Context: an optimization exercise on an open-source flow, tuned for small area. The choices shown serve that exercise and are no tape-out recipe. Only simulation tests tie the RTL to the original design; equivalence was not proved. Power and IR drop assume default switching activity.

File: design/flow/run.sh
#!/bin/bash
# synth_recipe.tcl (not shown) runs the flow's synth.tcl, then flattens the netlist and writes it again
# the make line also repeats each setting of config.mk as NAME=value (left out here)
make -C /OpenROAD-flow-scripts/flow DESIGN_CONFIG=/design/flow/config.mk WORK_HOME=/design/flow/orfs CLKGATE_MAP_FILE= SYNTH_SCRIPT=/design/flow/synth_recipe.tcl finish
File: design/flow/config.mk
export PLATFORM = sky130hd
export DESIGN_NAME = P14_Pong
export DESIGN_NICKNAME = P14_Pong
export VERILOG_FILES = /design/flow/design.v
export SDC_FILE = /design/flow/constraint.sdc
export NUM_CORES = 4
export LEC_CHECK = 0
export CAP_MARGIN = 20
export CORE_MARGIN = 2
export CORE_UTILIZATION = 40
export SLEW_MARGIN = 20
File: design/flow/design.v
module hvsync_generator(clk, rst, vga_h_sync, vga_v_sync, inDisplayArea, CounterX, CounterY);
input clk;   
input rst;   
output vga_h_sync, vga_v_sync;
output inDisplayArea;
output [9:0] CounterX;
output [8:0] CounterY;
reg [9:0] CounterX;
reg [8:0] CounterY;
wire CounterXmaxed = (CounterX == 10'h2FF);  
always @(posedge clk)
if(rst)
	CounterX <= 0;
else if(CounterXmaxed)       
	CounterX <= 0;
else
	CounterX <= CounterX + 1;  
always @(posedge clk)
	if(rst) CounterY <= 0;
	else if(CounterXmaxed) CounterY <= CounterY + 1;  
reg	vga_HS, vga_VS;
always @(posedge clk)
if(rst)
begin
	vga_HS <= 1'b0;
	vga_VS <= 1'b0;
end
else
begin
	vga_HS <= (CounterX[9:4] == 6'h28);  
	vga_VS <= (CounterY == 479);  
end
reg inDisplayArea;
always @(posedge clk)
if(rst)
	inDisplayArea <= 1'b0;
else if(inDisplayArea == 0)
	inDisplayArea <= (CounterXmaxed) && (CounterY < 480);  
else
	inDisplayArea <= !(CounterX == 639);  
assign vga_h_sync = ~vga_HS;  
assign vga_v_sync = ~vga_VS;
endmodule
module P14_Pong(
    output VGA_RED,
    output VGA_GREEN,
    output VGA_BLUE,
    output VGA_HSYNC,
    output VGA_VSYNC,
	 output LED_0,
	 output LED_1,
	 output LED_2,
	 output LED_3,
	 output LED_4,
	 output LED_5,
	 output LED_6,
	 output LED_7,
	 input  ROT_A,
	 input  ROT_B,
	 input  SW_0,
	 input  SW_1,
	 input  SW_2,
	 input  SW_3,
	 input  RST,
	 input  CLK
);
wire clk = CLK;
wire inDisplayArea;
wire [9:0] CounterX;
wire [8:0] CounterY;
hvsync_generator syncgen(.clk(clk), .rst(RST), .vga_h_sync(VGA_HSYNC), .vga_v_sync(VGA_VSYNC), 
  .inDisplayArea(inDisplayArea), .CounterX(CounterX), .CounterY(CounterY));
reg [9:0] BouncerPosition, AutoBouncerPosition;
reg [2:0] quadAr, quadBr;
always @(posedge clk) if(RST) quadAr <= 3'b000; else quadAr <= {quadAr[1:0], ROT_A};
always @(posedge clk) if(RST) quadBr <= 3'b000; else quadBr <= {quadBr[1:0], ROT_B};
always @(posedge clk)
if(RST)
	BouncerPosition <= 10'd256;
else if(quadAr[2] ^ quadAr[1] ^ quadBr[2] ^ quadBr[1])
begin
	if(quadAr[2] ^ quadBr[1])
	begin
		if(~&BouncerPosition)         
			BouncerPosition <= BouncerPosition + 1;
	end
	else
	begin
		if(|BouncerPosition)         
			BouncerPosition <= BouncerPosition - 1;
	end
end
reg [9:0] ballX;
reg [8:0] ballY;
reg ball_inX, ball_inY;
always @(posedge clk)
if(RST) ball_inX <= 1'b0;
else if(ball_inX==0) ball_inX <= (CounterX==ballX) & ball_inY; else ball_inX <= !(CounterX==ballX+16);
always @(posedge clk)
if(RST) ball_inY <= 1'b0;
else if(ball_inY==0) ball_inY <= (CounterY==ballY); else ball_inY <= !(CounterY==ballY+16);
wire ball = ball_inX & ball_inY;
wire border = (CounterX[9:3]==0) || (CounterX[9:3]==72) || (CounterY[8:3]==0) || (CounterY[8:3]==59);
wire manualBouncer = (CounterX>=BouncerPosition+8) && (CounterX<=BouncerPosition+120) && (CounterY[8:4]==27);
wire autoBouncer = (CounterX>=(AutoBouncerPosition-60)+8) && (CounterX<=(AutoBouncerPosition-60)+120) && (CounterY[8:4]==27);
wire Bouncer = (SW_0 ? (autoBouncer) : manualBouncer);  
wire BouncingObject = border | Bouncer;  
reg ball_dirX, ball_dirY;
reg ResetCollision;
always @(posedge clk) if(RST) ResetCollision <= 1'b0; else ResetCollision <= (CounterY==500) & (CounterX==0);   
reg CollisionX1, CollisionX2, CollisionY1, CollisionY2;
always @(posedge clk) if(RST | ResetCollision) CollisionX1<=0; else if(BouncingObject & (CounterX==ballX   ) & (CounterY==ballY+ 8)) CollisionX1<=1;
always @(posedge clk) if(RST | ResetCollision) CollisionX2<=0; else if(BouncingObject & (CounterX==ballX+16) & (CounterY==ballY+ 8)) CollisionX2<=1;
always @(posedge clk) if(RST | ResetCollision) CollisionY1<=0; else if(BouncingObject & (CounterX==ballX+ 8) & (CounterY==ballY   )) CollisionY1<=1;
always @(posedge clk) if(RST | ResetCollision) CollisionY2<=0; else if(BouncingObject & (CounterX==ballX+ 8) & (CounterY==ballY+16)) CollisionY2<=1;
assign LED_0 = CollisionX1;
assign LED_1 = CollisionX2;
assign LED_2 = CollisionY1;
assign LED_3 = CollisionY2;
assign LED_7 = ROT_A;
assign LED_6 = ROT_B;
assign LED_5 = ball_dirX;
assign LED_4 = ball_dirY;
wire UpdateBallPosition = ResetCollision;   
always @(posedge clk)
if(RST)
begin
	ballX <= 10'd536;
	ballY <= 9'd400;
	ball_dirX <= 1'b0;
	ball_dirY <= 1'b0;
	AutoBouncerPosition <= 10'd60;
end
else if(UpdateBallPosition & SW_3)  
begin
	if(~(CollisionX1 & CollisionX2))         
	begin
		ballX <= ballX + (ball_dirX ? (SW_1 ? -3 : -1) : (SW_1 ? 3 : 1));   
		if(CollisionX2) ball_dirX <= 1; else if(CollisionX1) ball_dirX <= 0;
	end
	if(~(CollisionY1 & CollisionY2))         
	begin
		ballY <= ballY + (ball_dirY ? (SW_1 ? -3 : -1) : (SW_1 ? 3 : 1));  
		if(CollisionY2) ball_dirY <= 1; else if(CollisionY1) ball_dirY <= 0;
	end
	AutoBouncerPosition <= ((ballX<=60) ? 60 : (ballX>=520) ? 520 : ballX);   
end 
wire R = ((~SW_2 & (border | Bouncer | ball)) | (SW_2 & (border | Bouncer)));
wire G = ((~SW_2 & (border | Bouncer | ball)) | (SW_2 & (border)));
wire B = ((~SW_2 & (border | Bouncer | ball)) | (SW_2 & (ball)));
reg VGA_R, VGA_G, VGA_B;
assign VGA_RED   = VGA_R;
assign VGA_GREEN = VGA_G;
assign VGA_BLUE  = VGA_B;
always @(posedge clk)
if(RST)
begin
  VGA_R <= 1'b0;
  VGA_G <= 1'b0;
  VGA_B <= 1'b0;
end
else
begin
  VGA_R <= R & inDisplayArea;
  VGA_G <= G & inDisplayArea;
  VGA_B <= B & inDisplayArea;
end
endmodule
File: design/flow/constraint.sdc
create_clock -name core_clock -period 10.0 [get_ports {CLK}]
set_input_delay 2.0000 -clock core_clock [delete_from_list [all_inputs] [get_ports {CLK}]]
set_output_delay 2.0000 -clock core_clock [all_outputs]
set_load 0.01 [all_outputs]
==> notes.md <==
[cells in the mapped netlist, types with 3 or more instances]
library cell,number,area (um2)
o21a_1,11,82.6
a211oi_1,11,82.6
nor4b_1,3,26.3
o22ai_1,4,25.0
nor2b_1,20,125
or4_1,3,22.5
or3_1,6,37.5
nand4_1,13,81.3
buf_2,4,20.0
nor2_1,71,267
nor4_1,10,62.6
inv_1,34,128
a21oi_1,52,260
ha_1,78,976
xnor2_1,53,464
nand2_1,71,267
xor2_1,41,359
a31oi_1,3,18.8
o21ai_0,26,130
o31ai_1,3,22.5
and4_1,4,35.0
clkbuf_1,31,116
dfxtp_1,79,1580
a211o_1,4,35.0
buf_1,3,11.3
fa_1,3,60.1
or2_2,5,31.3
or3b_2,3,26.3
and3_1,11,68.8
o2111ai_1,5,43.8
nand3_1,33,165
nand3b_1,4,30.0
nor3_1,16,80.1
and2_1,8,50.1
nand2b_1,17,106
mux2i_1,9,90.1
a21o_1,12,90.1
o21bai_1,4,30.0
a22oi_1,6,45.0
[state kept, by name (all words and copies together) (netlist names), 3 cells and up]
| name | cells |
|---|---|
| AutoBouncerPosition | 10 |
| BouncerPosition | 10 |
| quadAr | 3 |
| syncgen.CounterX | 10 |
| ballY | 9 |
| quadBr | 3 |
| ballX | 10 |
| syncgen.CounterY | 9 |
[worst max path at each step]
stage          cells past startpoint  slack, ns  startpoint       end
2_1_floorplan                     10       5.79        SW_1  ballY[8]
3_3_place_gp                       2       5.00       ROT_B     LED_6
3_5_place_dp                       2       5.00       ROT_A     LED_7
4_1_cts                            2       5.00       ROT_A     LED_7
5_1_grt                            2       4.96       ROT_B     LED_6
6_report                           2       5.00       ROT_A     LED_7
[cell type report]
| class | count | area (um2) | area share |
|---|---|---|---|
| multi-input cells | 656 | 4630 | 0.649 |
| flip-flops and latches | 79 | 1580 | 0.222 |
| well taps | 216 | 270 | 0.0379 |
| inverters | 34 | 128 | 0.0179 |
| clock buffers | 9 | 225 | 0.0316 |
| repair buffers | 22 | 210 | 0.0295 |
| clock inverters | 6 | 86.3 | 0.0121 |
[cells by family after synthesis]
group	Yosys count	share of synthesized area
muxes	9	0.0138
adders and majority gates	81	0.159
xor gates and xnor gates	95	0.129
DFF	79	0.243
buffers and inverters	75	0.0463
and+or+nand+nor	302	0.233
AOI/OAI and AO/OA	169	0.176
[layer usage]
metal  wire (um)  up-vias
li1            -     2859
met1        7250     2549
met2        6490       77
met3         411       14
met4         198        0
met5           0        -
[power by group]
part           leakage, uW  internal (uW)  switching [uW]
Combinational      0.00202           78.5            82.1
Clock             0.000151            217             134
Sequential        0.000640            325            21.9
[stage by stage]
step	std cells	power [uW]	hold WS, ns	cell area, um2
after CTS	1022	866	0.445	7130
after floorplan	810	481	0.414	6510
after global placement	1007	512	0.422	6820
after global routing	1022	898	0.455	7130
after detailed placement	1007	513	0.430	6820
final	1022	858	0.437	7130
==> flow_summary_export.csv <==
group,metric,value,unit
global_route,grt.busiest_layer,"met2",
clock_tree,cts_max_level,3,
clock_tree,cts_sinks,79,
sta,finalCritPeriodShare,0.500,
floorplan,ioPinCount,21,
setup_path,crit_chain,"clkdlybuf4s50_1, clkdlybuf4s50_1",
global_route,grt_max_degree,66,
sta,fin_crit,5.00,ns
setup_path,crit_slowest_cell,"clkdlybuf4s50_1",
global_route,overflow,0,
global_route,track_usage,0.168,
min_path,hold_class,"reg -> reg",
synthesis,syn_nets,899,
sta,fin_ws,5.00,ns
setup_path,worstPathRequired,8.00,ns
min_path,whs_path_depth,1,
setup_path,crit_arrival,3.00,ns
detailed_routing,final_antenna_net_count,0,
detailed_routing,via_per_inst,5.38,
synthesis,ys.flop_type,"dfxtp_1",
detailed_routing,wl,14300,um
placement,place_ws,5.00,ns
clock_tree,clockBufferDepth,2,
setup_path,path_buf_inv,2,
sta,fmax,200,MHz
synthesis,yosys.cell_types.count,66,
sta,setup_viol,0,
detailed_routing,drc,0,
floorplan,die-area,17300,um2
global_route,grt_pass1_vias,5017,
clock_tree,cts-root-buf,"clkbuf_16",
global_route,globalRouteMet1Util,0.228,
placement,dp_hpwl,10500,um
floorplan,core-area,15900,um2
sta,rsz0062_at_grt,"false",
sta,final.setup.tns,0,ns
setup_path,reg2reg_slack,5.63,ns
setup_path,critPathLaunchType,"primary input",
setup_path,crit_path_end_kind,"primary output",
setup_path,crit_fanout,2,
layout,syn_to_final_growth,9.49,%
global_route,antenna_found_initial,0,
placement,routabilityCongestion,0.804,
placement,io_buffers,20,
layout,finalNetCount,891,
layout,diodes,0,
synthesis,synthCells,810,
global_route,grt_pass1_wl,24300,um
clock_tree,clk_pin_slew,0.06,ns
floorplan,die_w,132,um
clock_tree,cts_buffers,9,
synthesis,synth_async_sr_flop_share,0,
layout,fillCellCount,1656,
layout,final_common_cell,"dfxtp_1",
layout,drive_gt1_frac,0.0385,
sta,worst_pin_slew,0.754,ns
min_path,min_from,"quadBr[0]",
synthesis,synth_area,6510,um2
setup_path,slowest_delay,0.53,ns
synthesis,ys_seq_area_frac,0.243,
setup_path,regToRegEndpoint,"CollisionY2",
power_and_ir_drop,p_leak,0.00281,uW
setup_path,crit_top_cell,"clkdlybuf4s50_1",
clock_tree,post_cts_buffers,0,
synthesis,ys_ff_latch,79,
status,status,"finished clean",
synthesis,syn_area_per_cell,8.04,um2
floorplan,row_count,46,
synthesis,yosysWarnings,2,
sta,hold_violations,0,
flow_run,cap_violations,0,
layout,mostFrequentLayoutCells,"dfxtp_1, ha_1, nand2_1, nor2_1, xnor2_1",
setup_path,ff2ff_path_depth,14,
setup_path,path_delay_family,"buffers and inverters",
floorplan,die-height,132,um
clock_tree,holdBufCountCts,0,
sta,slew_viol_final,0,
setup_path,r2r_start,"AutoBouncerPosition[2]",
detailed_routing,drt-initial-drc-count,420,
sta,slew_headroom,0.495,
clock_tree,insertion_delay,0.34,ns
clock_tree,post_cts_resized,0,
power_and_ir_drop,power.density,120,nW/um2
layout,post-route-util,0.449,
detailed_routing,vias,5499,
setup_path,path_class,"in -> out",
global_route,use_met2,0.278,
synthesis,synth-edff-count,0,
clock_tree,cts_tree,"done",
floorplan,start_util,0.410,
global_route,grt_util_met3,0.0204,
sta,skew,0.00719,ns
power_and_ir_drop,vdd_ir_drop_max,0.0880,mV
min_path,holdPathEnd,"quadBr[1]",
detailed_routing,firstDrtPassIters,5,
detailed_routing,post_drt_wl_per_cell,14.0,um

-- port drivers added, routing unchanged --
No port has a modelled driver above. Below, the same layout with a new extraction and two added sets of constraints. Step 1 (the two cells are an assumption about what drives the block):
set clk [get_ports {CLK}]
set_driving_cell -lib_cell sky130_fd_sc_hd__clkbuf_16 $clk
set_driving_cell -lib_cell sky130_fd_sc_hd__buf_2 [delete_from_list [all_inputs] $clk]
Step 2 adds t to the input delays and takes it off the output delays; t is the mean of the earliest and latest rising clock arrival at the registers after step 1. Input paths then give back, and output paths get back, about the clock's delay inside the block. a / b / c = no drivers / after step 1 / after step 2; a / b = the first two.
t, ns: 0.378
setup slack, ns: 5.004 / 4.978 / 4.978
hold slack, ns: 0.437 / 0.437 / 0.437
After both steps setup and hold are still met in this run. For this run, drivers alone change the setup slack by -0.026 ns; drivers and shift together by -0.026 ns.
